Source: an optimization exercise on an open RTL-to-GDS flow (aim: small area and a short achievable clock period). Production flows keep margins and buffers that such runs may drop.
At most, simulation tests tie the RTL to the original design; equivalence was not proved.
Power and IR drop assume default switching activity.

==> job 1441: inputs <==
Design cpu, start of the top module:
module cpu(clock,rst,inputs,leds3,leds2,leds1,leds0,setButton,displayButton,executeButton,reset,LED4,LED9,LED0,LED8);
Settings: LEC_CHECK=0, ABC_AREA=1, CAP_MARGIN=20, CORE_MARGIN=2, CORE_UTILIZATION=40, SETUP_SLACK_MARGIN=5, SLEW_MARGIN=20; clock period 12.0 ns.
run.sh (not shown) runs the stock make flow with config.mk's settings and CLKGATE_MAP_FILE= SYNTH_SCRIPT=/design/flow/synth_recipe.tcl, a recipe that flattens the netlist after the stock synthesis.
==> job 9699 (differences from job 1441) <==
--- a/flow/design.v
+++ b/flow/design.v
@@ -30,24 +30,26 @@
 			Q <= Qn;
 		end
 	reg [3:0] opCode;
 	reg [2:0] regID1, regID2;
 	reg [7:0] immValue;
 	reg [7:0] immLast;    
+	reg [7:0] immDec;     
 	reg [3:0] viewLast;   
 	always @(posedge clock) begin
 		if (rst) begin
 			opCode <= 0; regID1 <= 0; regID2 <= 0; immValue <= 0; LED0 <= 0;
 		end else
 			case (Q)
 				2'd0: opCode <= inputs[3:0];
 				2'd1: regID1 <= inputs[2:0];
 				2'd2: regID2 <= inputs[2:0];
 				2'd3: begin immValue <= inputs; LED0 <= (immValue == 8'd192); end
 			endcase
 		immLast <= immValue;
+		immDec <= conv(immValue);
 		case (Qn)
 			2'd0: viewLast <= opCode;
 			2'd1: viewLast <= {1'b0, regID1};
 			default: viewLast <= {1'b0, regID2};
 		endcase
 	end
@@ -63,23 +65,27 @@
 			else if (displayButton & ~pend & (Q == 2'd0)) instructionDone <= 1'b0;
 			if (wr) begin
 				if (slot == 4'd0) mem0 <= {opCode, regID1, regID2, immLast};
 				slot <= reset ? 4'd0 : slot + 4'd1;
 			end
 		end
+	reg [7:0] S;
+	always @* begin
+		case (Q == 2'd2 ? regID2 : regID1)
+			3'd0: S = r0; 3'd1: S = r1; 3'd2: S = r2; 3'd3: S = r3;
+			3'd4: S = r4; 3'd5: S = r5; 3'd6: S = r6; default: S = r7;
+		endcase
+	end
 	reg execute;
 	reg [7:0] r0,r1,r2,r3,r4,r5,r6,r7;
 	wire [3:0] op = mem0[17:14];
 	wire [2:0] ra = mem0[13:11], rb = mem0[10:8];
 	wire [7:0] imm = mem0[7:0];
-	reg [7:0] A, B;
+	reg [7:0] A;
+	reg [7:0] B;
 	always @* begin
-		case (ra)
-			3'd0: A = r0; 3'd1: A = r1; 3'd2: A = r2; 3'd3: A = r3;
-			3'd4: A = r4; 3'd5: A = r5; 3'd6: A = r6; default: A = r7;
-		endcase
 		case (rb)
 			3'd0: B = r0; 3'd1: B = r1; 3'd2: B = r2; 3'd3: B = r3;
 			3'd4: B = r4; 3'd5: B = r5; 3'd6: B = r6; default: B = r7;
 		endcase
 	end
 	wire isSub = (op == 4'd1);
@@ -108,31 +114,27 @@
 	wire ldOk = (A[7:3] == 5'd0) & (A[2:0] <= 3'd4) & (A[2:0] != ra) & (A[2:0] != rb);
 	wire we = execute & ((binOp & (ra != 3'd7) & (rb != 3'd7)) | (unOp & (ra != rb)) | mvOp | (ldOp & ldOk));
 	always @(posedge clock)
 		if (rst) begin
 			execute <= 0; LED9 <= 0;
 			r0 <= 8'd2; r1 <= 8'd4; r2 <= 8'd44; r3 <= 0; r4 <= 0; r5 <= 0; r6 <= 0; r7 <= 8'd77;
-		end else begin
+			A <= 8'd2;
+		end else begin
+			if (wr & (slot == 4'd0)) A <= (we & (wa == regID1)) ? wd : S;
+			else if (we & unOp) A <= wd;
 			if (!executeButton) execute <= 1'b1;
 			LED9 <= execute;
 			if (we)
 				case (wa)
 					3'd0: r0 <= wd; 3'd1: r1 <= wd; 3'd2: r2 <= wd; 3'd3: r3 <= wd;
 					3'd4: r4 <= wd; 3'd5: r5 <= wd; 3'd6: r6 <= wd; default: r7 <= wd;
 				endcase
 		end
 	reg [7:0] displayReg;
 	reg [7:0] dispDec;    
 	reg rstLast;
-	reg [7:0] S;
-	always @* begin
-		case (Q == 2'd2 ? regID2 : regID1)
-			3'd0: S = r0; 3'd1: S = r1; 3'd2: S = r2; 3'd3: S = r3;
-			3'd4: S = r4; 3'd5: S = r5; 3'd6: S = r6; default: S = r7;
-		endcase
-	end
 	always @(posedge clock) begin
 		if (rst) begin
 			displayReg <= 0; LED4 <= 0;
 		end else begin
 			if (Q != 2'd0) displayReg <= S;
 			LED4 <= (r0 == 8'd0);
@@ -186,15 +188,16 @@
 		OP0_1[o], OP0_2[o], OP0_3[o], OP0_4[o], OP0_5[o], OP0_6[o], OP0_7[o]};
 	function [27:0] decView;
 		input [7:0] d;
 		decView = {7'b0000001, (d[7:4] >= 4'd10) ? 7'b1001111 : 7'b0000001, seg(d[7:4]), seg(d[3:0])};
 	endfunction
 	wire [27:0] regView = {7'b1111010, 7'b0110000, 7'b0000100, seg(viewLast)};
-	wire [27:0] normView = rstLast ? {28{1'b1}} : (Q == 2'd0) ? opName : (Q == 2'd3) ? decView(conv(immLast)) : regView;
+	wire [27:0] normView = rstLast ? {28{1'b1}} : (Q == 2'd0) ? opName : (Q == 2'd3) ? decView(immDec) : regView;
 	wire [27:0] dispView = rstLast ? {28{1'b1}} : decView(dispDec);
 	reg [27:0] leds;
 	always @(posedge clock)
 		if (rst) leds <= {28{1'b1}};
 		else if (!displayButton) leds <= dispView;
 		else if (!pend) leds <= normView;
-	assign {leds3, leds2, leds1, leds0} = leds;
+	assign leds3 = {leds[27:26], leds[26], leds[24:23], leds[24], leds[21]};
+	assign {leds2, leds1, leds0} = leds[20:0];
 endmodule
==> flow/flow/run.sh (new file) <==
#!/bin/bash
# Layout flow: the standard synthesis, its combinational logic re-mapped with a
# stronger ABC script (flip-flops kept, equivalence proven, else the standard
# netlist is used), then the standard layout with buf_2 port buffers and timing
# repair aimed at a short clock period.
set -uo pipefail
export BUFFER_PORTS_ARGS="-buffer_cell sky130_fd_sc_hd__buf_2"
export SETUP_SLACK_MARGIN=8.6
R=orfs/results/${FLOW_PLATFORM}/cpu/base
bash standard.sh synth > make_synth.log 2>&1 || exit 1
cp $R/1_2_yosys.v std_synth.v
if yosys -c flow/resyn.tcl > resyn.log 2>&1 && yosys -c flow/equiv.tcl > equiv.log 2>&1 && grep -q '^RESYN_EQUIV_OK' equiv.log; then
  cp resyn.v $R/1_2_yosys.v
  rm -f $R/1_synth.odb
  echo "using re-mapped netlist" > resyn_used.txt
else
  echo "using standard netlist" > resyn_used.txt
fi
bash standard.sh > make.log 2>&1
==> flow/flow/deep.abc (new file) <==
strash
&get -n
&deepsyn -T 30
&put
dch -f
map -D 1500
topo
==> flow/flow/equiv.tcl (new file) <==
# Proves resyn.v equivalent to std_synth.v (same flip-flops, paired by name).
set lib $::env(FLOW_HOME)/platforms/sky130hd/lib/sky130_fd_sc_hd__tt_025C_1v80.lib
yosys read_liberty -ignore_miss_func $lib
yosys read_verilog std_synth.v
yosys rename cpu gold
yosys read_verilog resyn.v
yosys rename cpu gate
yosys hierarchy -check
yosys flatten gold gate
yosys opt_clean
yosys equiv_make gold gate equiv
yosys hierarchy -top equiv
yosys equiv_simple
yosys equiv_induct
yosys equiv_status -assert
puts "RESYN_EQUIV_OK"
==> flow/flow/resyn.tcl (new file) <==
# Re-maps the combinational logic of the standard synthesis (std_synth.v) with a
# stronger ABC script; flip-flops and tie cells are kept as they are, by name.
set lib $::env(FLOW_HOME)/platforms/sky130hd/lib/sky130_fd_sc_hd__tt_025C_1v80.lib
yosys read_liberty -ignore_miss_func $lib
yosys read_verilog std_synth.v
yosys hierarchy -top cpu
yosys setattr -mod -set keep_hierarchy 1 sky130_fd_sc_hd__dfxtp_* sky130_fd_sc_hd__edfxtp_* sky130_fd_sc_hd__conb_1
yosys flatten
yosys opt_clean
yosys opt -fast
yosys abc -script flow/deep.abc -liberty $lib -dont_use sky130_fd_sc_hd__probe_p_8 -dont_use sky130_fd_sc_hd__probec_p_8 -dont_use *lpflow*
yosys opt_clean -purge
yosys hilomap -singleton -hicell sky130_fd_sc_hd__conb_1 HI -locell sky130_fd_sc_hd__conb_1 LO
yosys splitnets
yosys opt_clean -purge
yosys insbuf -buf sky130_fd_sc_hd__buf_4 A X
yosys tee -o resyn_stat.txt stat -liberty $lib
yosys select -module cpu
yosys write_verilog -noattr -noexpr -selected resyn.v
==> flow/standard.sh (new file) <==
#!/bin/bash
# synth_recipe.tcl (not shown) runs the flow's synth.tcl, then flattens the netlist and writes it again
# the make line also repeats each setting of config.mk as NAME=value (left out here)
make -C /OpenROAD-flow-scripts/flow DESIGN_CONFIG=/design/flow/config.mk WORK_HOME=/design/flow/orfs CLKGATE_MAP_FILE= SYNTH_SCRIPT=/design/flow/synth_recipe.tcl "${@:-finish}"
--- a/flow/config.mk
+++ b/flow/config.mk
@@ -6,8 +6,7 @@
 export NUM_CORES = 4
 export LEC_CHECK = 0
 export ABC_AREA = 1
 export CAP_MARGIN = 20
 export CORE_MARGIN = 2
 export CORE_UTILIZATION = 40
-export SETUP_SLACK_MARGIN = 5
 export SLEW_MARGIN = 20
removed: flow/run.sh
==> results.py <==
metrics = {
    "pwr": {
        "power.internal_mw": 1.00,
    },
    "worst_setup_path": {
        "cp-end-kind": "flop",
    },
    "outcome": {
        "status": "complete, no violations",
    },
    "synth": {
        "synthFlopType": "dfxtp_1",
    },
    "place": {
        "place_inst": 1938,
    },
}
[end of results for job 1441]
==> results.py <==
metrics = {
    "global_routing": {
        "track_usage_pct": 25.4,
    },
    "outcome": {
        "status": "complete, no violations",
    },
    "worst_setup_path": {
        "crit_type": "flop to output pin",
        "cp-end-kind": "output pin",
    },
    "place": {
        "place_inst": 1588,
    },
}
[end of results for job 9699]
No functional check of the RTL was part of job 1441.

---

==> inputs of run M <==
==> flow/design.v <==
module cpu(clock,rst,inputs,leds3,leds2,leds1,leds0,setButton,displayButton,executeButton,reset,LED4,LED9,LED0,LED8);
	input clock,rst,setButton,displayButton,executeButton,reset;
	input [7:0] inputs;
	output [1:7] leds3,leds2,leds1,leds0;
	output reg LED4,LED9,LED0;
	output LED8;
	assign LED8 = 1'b0;
	function [7:0] conv;
		input [7:0] x;
		reg [7:0] q, o;
		begin
			q = x / 8'd10;
			o = x - q * 8'd10;
			conv = {q[3:0], o[3:0]};
		end
	endfunction
	reg setButtonLast, pend;
	reg [1:0] Q;
	wire press = setButtonLast & ~setButton;
	wire consume = displayButton & pend;
	wire [1:0] Qn = consume ? Q + 2'd1 : Q;
	always @(posedge clock)
		if (rst) begin
			setButtonLast <= 1'b1;
			pend <= 1'b0;
			Q <= 2'd0;
		end else begin
			setButtonLast <= setButton;
			pend <= (pend & ~displayButton) ^ press;
			Q <= Qn;
		end
	reg [3:0] opCode;
	reg [2:0] regID1, regID2;
	reg [7:0] immValue;
	reg [7:0] immLast;    
	reg [7:0] immDec;     
	reg [3:0] viewLast;   
	always @(posedge clock) begin
		if (rst) begin
			opCode <= 0; regID1 <= 0; regID2 <= 0; immValue <= 0; LED0 <= 0;
		end else
			case (Q)
				2'd0: opCode <= inputs[3:0];
				2'd1: regID1 <= inputs[2:0];
				2'd2: regID2 <= inputs[2:0];
				2'd3: begin immValue <= inputs; LED0 <= (immValue == 8'd192); end
			endcase
		immLast <= immValue;
		immDec <= conv(immValue);
		case (Qn)
			2'd0: viewLast <= opCode;
			2'd1: viewLast <= {1'b0, regID1};
			default: viewLast <= {1'b0, regID2};
		endcase
	end
	reg instructionDone, wr;
	reg [3:0] slot;
	reg [17:0] mem0;
	always @(posedge clock)
		if (rst) begin
			instructionDone <= 0; wr <= 0; slot <= 0; mem0 <= 0;
		end else begin
			wr <= consume & (Q == 2'd3) & ~instructionDone;
			if (consume & (Q == 2'd3)) instructionDone <= 1'b1;
			else if (displayButton & ~pend & (Q == 2'd0)) instructionDone <= 1'b0;
			if (wr) begin
				if (slot == 4'd0) mem0 <= {opCode, regID1, regID2, immLast};
				slot <= reset ? 4'd0 : slot + 4'd1;
			end
		end
	reg [7:0] S;
	always @* begin
		case (Q == 2'd2 ? regID2 : regID1)
			3'd0: S = r0; 3'd1: S = r1; 3'd2: S = r2; 3'd3: S = r3;
			3'd4: S = r4; 3'd5: S = r5; 3'd6: S = r6; default: S = r7;
		endcase
	end
	reg execute;
	reg [7:0] r0,r1,r2,r3,r4,r5,r6,r7;
	wire [3:0] op = mem0[17:14];
	wire [2:0] ra = mem0[13:11], rb = mem0[10:8];
	wire [7:0] imm = mem0[7:0];
	reg [7:0] A;
	reg [7:0] B;
	always @* begin
		case (rb)
			3'd0: B = r0; 3'd1: B = r1; 3'd2: B = r2; 3'd3: B = r3;
			3'd4: B = r4; 3'd5: B = r5; 3'd6: B = r6; default: B = r7;
		endcase
	end
	wire isSub = (op == 4'd1);
	wire binOp = (op == 4'd0) | (op == 4'd1) | (op == 4'd3) | (op == 4'd4) | (op == 4'd5);
	wire unOp = (op == 4'd2) | (op == 4'd6) | (op == 4'd7) | (op == 4'd8);
	wire mvOp = (op == 4'd12);
	wire ldOp = (op == 4'd10);
	wire [7:0] sum = A + (B ^ {8{isSub}}) + {7'd0, isSub};
	reg [7:0] wdBin;
	always @*
		case (op[2:0])
			3'd3: wdBin = A & B;
			3'd4: wdBin = A | B;
			3'd5: wdBin = A ^ B;
			default: wdBin = sum;
		endcase
	reg [7:0] wdNb;
	always @*
		case (op)
			4'd2: wdNb = ~A;
			4'd6: wdNb = A + 8'd1;
			4'd7: wdNb = {1'b0, A[7:1]};
			4'd8: wdNb = {A[6:0], 1'b0};
			4'd12: wdNb = A;
			default: wdNb = imm;
		endcase
	wire [2:0] waNb = unOp ? ra : mvOp ? rb : A[2:0];
	wire ldOk = (A[7:3] == 5'd0) & (A[2:0] <= 3'd4) & (A[2:0] != ra) & (A[2:0] != rb);
	wire weBin = execute & binOp & (ra != 3'd7) & (rb != 3'd7);
	wire weNb = execute & ((unOp & (ra != rb)) | mvOp | (ldOp & ldOk));
	always @(posedge clock)
		if (rst) begin
			execute <= 0; LED9 <= 0;
			r0 <= 8'd2; r1 <= 8'd4; r2 <= 8'd44; r3 <= 0; r4 <= 0; r5 <= 0; r6 <= 0; r7 <= 8'd77;
			A <= 8'd2;
		end else begin
			if (wr & (slot == 4'd0))
				A <= (weBin & (regID1 == 3'd7)) ? wdBin : (weNb & (waNb == regID1)) ? wdNb : S;
			else if (weNb & unOp) A <= wdNb;
			if (!executeButton) execute <= 1'b1;
			LED9 <= execute;
			if (weBin) r7 <= wdBin;
			if (weNb)
				case (waNb)
					3'd0: r0 <= wdNb; 3'd1: r1 <= wdNb; 3'd2: r2 <= wdNb; 3'd3: r3 <= wdNb;
					3'd4: r4 <= wdNb; 3'd5: r5 <= wdNb; 3'd6: r6 <= wdNb; default: r7 <= wdNb;
				endcase
		end
	reg [7:0] displayReg;
	reg [7:0] dispDec;    
	reg rstLast;
	always @(posedge clock) begin
		if (rst) begin
			displayReg <= 0; LED4 <= 0;
		end else begin
			if (Q != 2'd0) displayReg <= S;
			LED4 <= (r0 == 8'd0);
		end
		dispDec <= conv(displayReg);
		rstLast <= rst;
	end
	localparam [15:0] SEG1 = 16'h4812;
	localparam [15:0] SEG2 = 16'h8060;
	localparam [15:0] SEG3 = 16'h1004;
	localparam [15:0] SEG4 = 16'h4892;
	localparam [15:0] SEG5 = 16'heaba;
	localparam [15:0] SEG6 = 16'h388e;
	localparam [15:0] SEG7 = 16'h0c83;
	localparam [15:0] OP3_1 = 16'hffdf;
	localparam [15:0] OP3_2 = 16'hffff;
	localparam [15:0] OP3_3 = 16'hffff;
	localparam [15:0] OP3_4 = 16'hfbdf;
	localparam [15:0] OP3_5 = 16'hebdf;
	localparam [15:0] OP3_6 = 16'hfbdf;
	localparam [15:0] OP3_7 = 16'hefdf;
	localparam [15:0] OP2_1 = 16'h7bf4;
	localparam [15:0] OP2_2 = 16'h7bd6;
	localparam [15:0] OP2_3 = 16'h0b90;
	localparam [15:0] OP2_4 = 16'h9bfd;
	localparam [15:0] OP2_5 = 16'h8bd6;
	localparam [15:0] OP2_6 = 16'h9bd4;
	localparam [15:0] OP2_7 = 16'h8fd4;
	localparam [15:0] OP1_1 = 16'hfa7f;
	localparam [15:0] OP1_2 = 16'hfbfe;
	localparam [15:0] OP1_3 = 16'h6a00;
	localparam [15:0] OP1_4 = 16'h6c4c;
	localparam [15:0] OP1_5 = 16'h0980;
	localparam [15:0] OP1_6 = 16'h7a7f;
	localparam [15:0] OP1_7 = 16'h0802;
	localparam [15:0] OP0_1 = 16'h95ff;
	localparam [15:0] OP0_2 = 16'h71f6;
	localparam [15:0] OP0_3 = 16'h2bf0;
	localparam [15:0] OP0_4 = 16'h02b0;
	localparam [15:0] OP0_5 = 16'h0000;
	localparam [15:0] OP0_6 = 16'h9cfd;
	localparam [15:0] OP0_7 = 16'h1104;
	function [6:0] seg;   
		input [3:0] d;
		seg = {SEG1[d], SEG2[d], SEG3[d], SEG4[d], SEG5[d], SEG6[d], SEG7[d]};
	endfunction
	wire [3:0] o = viewLast;
	wire [27:0] opName = {OP3_1[o], OP3_2[o], OP3_3[o], OP3_4[o], OP3_5[o], OP3_6[o], OP3_7[o],
		OP2_1[o], OP2_2[o], OP2_3[o], OP2_4[o], OP2_5[o], OP2_6[o], OP2_7[o],
		OP1_1[o], OP1_2[o], OP1_3[o], OP1_4[o], OP1_5[o], OP1_6[o], OP1_7[o],
		OP0_1[o], OP0_2[o], OP0_3[o], OP0_4[o], OP0_5[o], OP0_6[o], OP0_7[o]};
	function [27:0] decView;
		input [7:0] d;
		decView = {7'b0000001, (d[7:4] >= 4'd10) ? 7'b1001111 : 7'b0000001, seg(d[7:4]), seg(d[3:0])};
	endfunction
	wire [27:0] regView = {7'b1111010, 7'b0110000, 7'b0000100, seg(viewLast)};
	wire [27:0] normView = rstLast ? {28{1'b1}} : (Q == 2'd0) ? opName : (Q == 2'd3) ? decView(immDec) : regView;
	wire [27:0] dispView = rstLast ? {28{1'b1}} : decView(dispDec);
	reg [27:0] leds;
	always @(posedge clock)
		if (rst) leds <= {28{1'b1}};
		else if (!displayButton) leds <= dispView;
		else if (!pend) leds <= normView;
	assign leds3 = {leds[27:26], leds[26], leds[24:23], leds[24], leds[21]};
	assign {leds2, leds1, leds0} = leds[20:0];
endmodule
==> flow/flow/run.sh <==
#!/bin/bash
# Layout flow: the standard synthesis, its combinational logic re-mapped with a
# stronger ABC script (flip-flops kept, equivalence proven, else the standard
# netlist is used), then the standard layout with buf_2 port buffers and timing
# repair aimed at a short clock period.
set -uo pipefail
export BUFFER_PORTS_ARGS="-buffer_cell sky130_fd_sc_hd__buf_2"
export SETUP_SLACK_MARGIN=8.85
R=orfs/results/${FLOW_PLATFORM}/cpu/base
bash standard.sh synth > make_synth.log 2>&1 || exit 1
cp $R/1_2_yosys.v std_synth.v
if yosys -c flow/resyn.tcl > resyn.log 2>&1 && yosys -c flow/equiv.tcl > equiv.log 2>&1 && grep -q '^RESYN_EQUIV_OK' equiv.log; then
  cp resyn.v $R/1_2_yosys.v
  rm -f $R/1_synth.odb
  echo "using re-mapped netlist" > resyn_used.txt
else
  echo "using standard netlist" > resyn_used.txt
fi
bash standard.sh > make.log 2>&1
==> flow/flow/deep.abc <==
strash
&get -n
&deepsyn -T 30
&put
dch -f
map -D 1500
topo
==> flow/flow/equiv.tcl <==
# Proves resyn.v equivalent to std_synth.v (same flip-flops, paired by name).
set lib $::env(FLOW_HOME)/platforms/sky130hd/lib/sky130_fd_sc_hd__tt_025C_1v80.lib
yosys read_liberty -ignore_miss_func $lib
yosys read_verilog std_synth.v
yosys rename cpu gold
yosys read_verilog resyn.v
yosys rename cpu gate
yosys hierarchy -check
yosys flatten gold gate
yosys opt_clean
yosys equiv_make gold gate equiv
yosys hierarchy -top equiv
yosys equiv_simple
yosys equiv_induct
yosys equiv_status -assert
puts "RESYN_EQUIV_OK"
==> flow/flow/resyn.tcl <==
# Re-maps the combinational logic of the standard synthesis (std_synth.v) with a
# stronger ABC script; flip-flops and tie cells are kept as they are, by name.
set lib $::env(FLOW_HOME)/platforms/sky130hd/lib/sky130_fd_sc_hd__tt_025C_1v80.lib
yosys read_liberty -ignore_miss_func $lib
yosys read_verilog std_synth.v
yosys hierarchy -top cpu
yosys setattr -mod -set keep_hierarchy 1 sky130_fd_sc_hd__dfxtp_* sky130_fd_sc_hd__edfxtp_* sky130_fd_sc_hd__conb_1
yosys flatten
yosys opt_clean
yosys opt -fast
yosys abc -script flow/deep.abc -liberty $lib -dont_use sky130_fd_sc_hd__probe_p_8 -dont_use sky130_fd_sc_hd__probec_p_8 -dont_use *lpflow*
yosys opt_clean -purge
yosys hilomap -singleton -hicell sky130_fd_sc_hd__conb_1 HI -locell sky130_fd_sc_hd__conb_1 LO
yosys splitnets
yosys opt_clean -purge
yosys insbuf -buf sky130_fd_sc_hd__buf_4 A X
yosys tee -o resyn_stat.txt stat -liberty $lib
yosys select -module cpu
yosys write_verilog -noattr -noexpr -selected resyn.v
==> flow/standard.sh <==
#!/bin/bash
# synth_recipe.tcl (not shown) runs the flow's synth.tcl, then flattens the netlist and writes it again
# the make line also repeats each setting of config.mk as NAME=value (left out here)
make -C /OpenROAD-flow-scripts/flow DESIGN_CONFIG=/design/flow/config.mk WORK_HOME=/design/flow/orfs CLKGATE_MAP_FILE= SYNTH_SCRIPT=/design/flow/synth_recipe.tcl "${@:-finish}"
==> flow/config.mk <==
export PLATFORM = sky130hd
export DESIGN_NAME = cpu
export DESIGN_NICKNAME = cpu
export VERILOG_FILES = /design/flow/design.v
export SDC_FILE = /design/flow/constraint.sdc
export NUM_CORES = 4
export LEC_CHECK = 0
export ABC_AREA = 1
export CAP_MARGIN = 20
export CORE_MARGIN = 2
export CORE_UTILIZATION = 60
export CTS_BUF_LIST = sky130_fd_sc_hd__clkbuf_4 sky130_fd_sc_hd__clkbuf_8
export SLEW_MARGIN = 20
==> flow/constraint.sdc <==
create_clock -name core_clock -period 12.0 [get_ports {clock}]
set_input_delay 2.4000 -clock core_clock [delete_from_list [all_inputs] [get_ports {clock}]]
set_output_delay 2.4000 -clock core_clock [all_outputs]
set_load 0.01 [all_outputs]
==> run D (differences from run M) <==
--- a/flow/flow/run.sh
+++ b/flow/flow/run.sh
@@ -5,7 +5,7 @@
 # repair aimed at a short clock period.
 set -uo pipefail
 export BUFFER_PORTS_ARGS="-buffer_cell sky130_fd_sc_hd__buf_2"
-export SETUP_SLACK_MARGIN=8.85
+export SETUP_SLACK_MARGIN=8.75
 R=orfs/results/${FLOW_PLATFORM}/cpu/base
 bash standard.sh synth > make_synth.log 2>&1 || exit 1
 cp $R/1_2_yosys.v std_synth.v
==> flow/flow/deep.abc (replaced) <==
strash
&get -n
&deepsyn -T 30
&put
&get -n
&dch -f
&nf -D 1500
&put
topo
==> run P (differences from run M) <==
--- a/flow/design.v
+++ b/flow/design.v
@@ -33,8 +33,7 @@
 	reg [2:0] regID1, regID2;
 	reg [7:0] immValue;
 	reg [7:0] immLast;    
-	reg [7:0] immDec;     
-	reg [3:0] viewLast;   
+	reg [7:0] viewLast;   
 	always @(posedge clock) begin
 		if (rst) begin
 			opCode <= 0; regID1 <= 0; regID2 <= 0; immValue <= 0; LED0 <= 0;
@@ -46,11 +45,11 @@
 				2'd3: begin immValue <= inputs; LED0 <= (immValue == 8'd192); end
 			endcase
 		immLast <= immValue;
-		immDec <= conv(immValue);
 		case (Qn)
-			2'd0: viewLast <= opCode;
-			2'd1: viewLast <= {1'b0, regID1};
-			default: viewLast <= {1'b0, regID2};
+			2'd0: viewLast <= {4'd0, opCode};
+			2'd1: viewLast <= {5'd0, regID1};
+			2'd2: viewLast <= {5'd0, regID2};
+			default: viewLast <= conv(immValue);
 		endcase
 	end
 	reg instructionDone, wr;
@@ -186,7 +185,7 @@
 		input [3:0] d;
 		seg = {SEG1[d], SEG2[d], SEG3[d], SEG4[d], SEG5[d], SEG6[d], SEG7[d]};
 	endfunction
-	wire [3:0] o = viewLast;
+	wire [3:0] o = viewLast[3:0];
 	wire [27:0] opName = {OP3_1[o], OP3_2[o], OP3_3[o], OP3_4[o], OP3_5[o], OP3_6[o], OP3_7[o],
 		OP2_1[o], OP2_2[o], OP2_3[o], OP2_4[o], OP2_5[o], OP2_6[o], OP2_7[o],
 		OP1_1[o], OP1_2[o], OP1_3[o], OP1_4[o], OP1_5[o], OP1_6[o], OP1_7[o],
@@ -195,8 +194,8 @@
 		input [7:0] d;
 		decView = {7'b0000001, (d[7:4] >= 4'd10) ? 7'b1001111 : 7'b0000001, seg(d[7:4]), seg(d[3:0])};
 	endfunction
-	wire [27:0] regView = {7'b1111010, 7'b0110000, 7'b0000100, seg(viewLast)};
-	wire [27:0] normView = rstLast ? {28{1'b1}} : (Q == 2'd0) ? opName : (Q == 2'd3) ? decView(immDec) : regView;
+	wire [27:0] regView = {7'b1111010, 7'b0110000, 7'b0000100, seg(viewLast[3:0])};
+	wire [27:0] normView = rstLast ? {28{1'b1}} : (Q == 2'd0) ? opName : (Q == 2'd3) ? decView(viewLast) : regView;
 	wire [27:0] dispView = rstLast ? {28{1'b1}} : decView(dispDec);
 	reg [27:0] leds;
 	always @(posedge clock)
==> flow/flow/run.sh (replaced) <==
#!/bin/bash
# Layout flow: the standard synthesis; its combinational logic re-mapped with a
# stronger ABC script from four random seeds, keeping the smallest netlist whose
# equivalence with the standard one is proven (flip-flops kept by name; the
# standard netlist is used if none is); then the standard layout with buf_2
# port buffers and timing repair aimed at a short clock period.
set -uo pipefail
export BUFFER_PORTS_ARGS="-buffer_cell sky130_fd_sc_hd__buf_2"
export SETUP_SLACK_MARGIN=8.6
R=orfs/results/${FLOW_PLATFORM}/cpu/base
bash standard.sh synth > make_synth.log 2>&1 || exit 1
cp $R/1_2_yosys.v std_synth.v
for s in 0 1 2 3; do
  sed "s/&deepsyn -T 30/\&deepsyn -J 100 -T 150 -S $s/" flow/deep.abc > deep_$s.abc
  RESYN_ABC=deep_$s.abc RESYN_OUT=resyn_$s.v yosys -c flow/resyn.tcl > resyn_$s.log 2>&1 &
done
wait
best=""
for s in $(for s in 0 1 2 3; do a=$(grep -m1 "Chip area for module '\\\\cpu'" resyn_$s.v.stat 2>/dev/null | awk '{print $NF}'); [ -n "$a" ] && echo "$a $s"; done | sort -g | awk '{print $2}'); do
  if RESYN_OUT=resyn_$s.v yosys -c flow/equiv.tcl > equiv_$s.log 2>&1 && grep -q '^RESYN_EQUIV_OK' equiv_$s.log; then best=$s; break; fi
done
if [ -n "$best" ]; then
  cp resyn_$best.v $R/1_2_yosys.v
  rm -f $R/1_synth.odb
  echo "using re-mapped netlist from seed $best" > resyn_used.txt
else
  echo "using standard netlist" > resyn_used.txt
fi
bash standard.sh > make.log 2>&1
==> flow/flow/deep.abc (replaced) <==
strash
&get -n
&deepsyn -T 30
&put
&get -n
&dch -f
&nf -D 1500
&put
topo
--- a/flow/flow/equiv.tcl
+++ b/flow/flow/equiv.tcl
@@ -3,7 +3,7 @@
 yosys read_liberty -ignore_miss_func $lib
 yosys read_verilog std_synth.v
 yosys rename cpu gold
-yosys read_verilog resyn.v
+yosys read_verilog $::env(RESYN_OUT)
 yosys rename cpu gate
 yosys hierarchy -check
 yosys flatten gold gate
==> flow/flow/resyn.tcl (replaced) <==
# Re-maps the combinational logic of the standard synthesis (std_synth.v) with a
# stronger ABC script; flip-flops and tie cells are kept as they are, by name.
# RESYN_ABC names the ABC script and RESYN_OUT the netlist to write.
set lib $::env(FLOW_HOME)/platforms/sky130hd/lib/sky130_fd_sc_hd__tt_025C_1v80.lib
set out $::env(RESYN_OUT)
yosys read_liberty -ignore_miss_func $lib
yosys read_verilog std_synth.v
yosys hierarchy -top cpu
yosys setattr -mod -set keep_hierarchy 1 sky130_fd_sc_hd__dfxtp_* sky130_fd_sc_hd__edfxtp_* sky130_fd_sc_hd__conb_1
yosys flatten
yosys opt_clean
yosys opt -fast
yosys abc -script $::env(RESYN_ABC) -liberty $lib -dont_use sky130_fd_sc_hd__probe_p_8 -dont_use sky130_fd_sc_hd__probec_p_8 -dont_use *lpflow*
yosys opt_clean -purge
yosys hilomap -singleton -hicell sky130_fd_sc_hd__conb_1 HI -locell sky130_fd_sc_hd__conb_1 LO
yosys splitnets
yosys opt_clean -purge
yosys insbuf -buf sky130_fd_sc_hd__buf_4 A X
yosys tee -o $out.stat stat -liberty $lib
yosys select -module cpu
yosys write_verilog -noattr -noexpr -selected $out
- CORE_UTILIZATION: 60 -> 70
- PLACE_DENSITY: unset -> 0.8
==> run E (differences from run M) <==
--- a/flow/design.v
+++ b/flow/design.v
@@ -89,49 +89,44 @@
 		endcase
 	end
 	wire isSub = (op == 4'd1);
+	wire isInc = (op == 4'd6);
+	wire [7:0] sum = A + ((B & {8{~isInc}}) ^ {8{isSub}}) + {7'd0, isSub | isInc};
 	wire binOp = (op == 4'd0) | (op == 4'd1) | (op == 4'd3) | (op == 4'd4) | (op == 4'd5);
 	wire unOp = (op == 4'd2) | (op == 4'd6) | (op == 4'd7) | (op == 4'd8);
 	wire mvOp = (op == 4'd12);
 	wire ldOp = (op == 4'd10);
-	wire [7:0] sum = A + (B ^ {8{isSub}}) + {7'd0, isSub};
-	reg [7:0] wdBin;
-	always @*
-		case (op[2:0])
-			3'd3: wdBin = A & B;
-			3'd4: wdBin = A | B;
-			3'd5: wdBin = A ^ B;
-			default: wdBin = sum;
-		endcase
-	reg [7:0] wdNb;
-	always @*
+	reg [7:0] wd;
+	reg [2:0] wa;
+	always @* begin
 		case (op)
-			4'd2: wdNb = ~A;
-			4'd6: wdNb = A + 8'd1;
-			4'd7: wdNb = {1'b0, A[7:1]};
-			4'd8: wdNb = {A[6:0], 1'b0};
-			4'd12: wdNb = A;
-			default: wdNb = imm;
-		endcase
-	wire [2:0] waNb = unOp ? ra : mvOp ? rb : A[2:0];
+			4'd0, 4'd1, 4'd6: wd = sum;
+			4'd3: wd = A & B;
+			4'd4: wd = A | B;
+			4'd5: wd = A ^ B;
+			4'd2: wd = ~A;
+			4'd7: wd = {1'b0, A[7:1]};
+			4'd8: wd = {A[6:0], 1'b0};
+			4'd12: wd = A;
+			default: wd = imm;
+		endcase
+		wa = binOp ? 3'd7 : unOp ? ra : mvOp ? rb : A[2:0];
+	end
 	wire ldOk = (A[7:3] == 5'd0) & (A[2:0] <= 3'd4) & (A[2:0] != ra) & (A[2:0] != rb);
-	wire weBin = execute & binOp & (ra != 3'd7) & (rb != 3'd7);
-	wire weNb = execute & ((unOp & (ra != rb)) | mvOp | (ldOp & ldOk));
+	wire we = execute & ((binOp & (ra != 3'd7) & (rb != 3'd7)) | (unOp & (ra != rb)) | mvOp | (ldOp & ldOk));
 	always @(posedge clock)
 		if (rst) begin
 			execute <= 0; LED9 <= 0;
 			r0 <= 8'd2; r1 <= 8'd4; r2 <= 8'd44; r3 <= 0; r4 <= 0; r5 <= 0; r6 <= 0; r7 <= 8'd77;
 			A <= 8'd2;
 		end else begin
-			if (wr & (slot == 4'd0))
-				A <= (weBin & (regID1 == 3'd7)) ? wdBin : (weNb & (waNb == regID1)) ? wdNb : S;
-			else if (weNb & unOp) A <= wdNb;
+			if (wr & (slot == 4'd0)) A <= (we & (wa == regID1)) ? wd : S;
+			else if (we & unOp) A <= wd;
 			if (!executeButton) execute <= 1'b1;
 			LED9 <= execute;
-			if (weBin) r7 <= wdBin;
-			if (weNb)
-				case (waNb)
-					3'd0: r0 <= wdNb; 3'd1: r1 <= wdNb; 3'd2: r2 <= wdNb; 3'd3: r3 <= wdNb;
-					3'd4: r4 <= wdNb; 3'd5: r5 <= wdNb; 3'd6: r6 <= wdNb; default: r7 <= wdNb;
+			if (we)
+				case (wa)
+					3'd0: r0 <= wd; 3'd1: r1 <= wd; 3'd2: r2 <= wd; 3'd3: r3 <= wd;
+					3'd4: r4 <= wd; 3'd5: r5 <= wd; 3'd6: r6 <= wd; default: r7 <= wd;
 				endcase
 		end
 	reg [7:0] displayReg;
==> flow/flow/run.sh (replaced) <==
#!/bin/bash
# Standard layout with fast port buffers and timing repair aimed at a short period.
set -uo pipefail
export BUFFER_PORTS_ARGS="-buffer_cell sky130_fd_sc_hd__buf_2"
export SETUP_SLACK_MARGIN=8.6
bash standard.sh > make.log 2>&1
- CORE_UTILIZATION: 60 -> 40
- CTS_BUF_LIST: sky130_fd_sc_hd__clkbuf_4 sky130_fd_sc_hd__clkbuf_8 -> unset
removed: flow/flow/deep.abc
removed: flow/flow/equiv.tcl
removed: flow/flow/resyn.tcl
==> summary of the runs <==
Run M produced a clean layout. Run D completed with no timing, DRC or antenna violations. Run E went through all stages and came out clean. Run P finished with timing, DRC and antenna clean.
Against run E, the register-to-register slack of run D is higher by 0.20 ns.
In run E the core utilization is lower than in run P, by 35 points.
Clock power: run D is smaller than run M (about 3%).
Between run P and run M, the lower sequential cell count is in run P (gap 3).
Of run M and run P, run M has the higher synthesized area (gap 4.0%, measured against run P).
Final cell count, highest first: run E, run M, run D, run P.
Wire length, lowest first: run P, run D, run M, run E.
Hold slack: run M > run D > run P > run E.
No functional check of the RTL was part of run P.

## re-timing with driven ports
How much do the figures lean on ideal ports? The routed layouts below were timed once more, with nothing changed but the port constraints. Step 1, drivers: a clkbuf_16 drives clock and a buf_2 each remaining input, both assumed. Step 2 adds t to the input delays and takes it off the output delays; t is the mean of the earliest and latest rising clock arrival at the registers after step 1. Input paths then give back, and output paths get back, about the clock's delay inside the block. a / b / c = ideal ports / drivers / drivers and shift; a / b = the first two.
| run | t, ns | setup slack, ns | worst register clock-pin slew, ns | worst slew at a driven data input, ns |
|---|---|---|---|---|
| job 1441 | 0.486 | 6.685 / 6.685 / 6.685 | 0.08 / 0.08 | 0.04 |
| job 9699 | 0.491 | 8.668 / 8.621 / 8.199 | 0.08 / 0.08 | 0.07 |
| run M | 0.517 | 8.626 / 8.585 / 8.312 | 0.10 / 0.10 | 0.06 |
| run D | 0.517 | 8.633 / 8.595 / 8.218 | 0.11 / 0.11 | 0.05 |
| run P | 0.520 | 8.265 / 8.265 / 7.745 | 0.11 / 0.11 | 0.06 |
| run E | 0.486 | 8.499 / 8.499 / 8.232 | 0.08 / 0.08 | 0.04 |
After both steps setup and hold are still met in every run listed. For run P, which loses most, drivers alone change the setup slack by 0.000 ns; drivers and shift together by -0.520 ns.
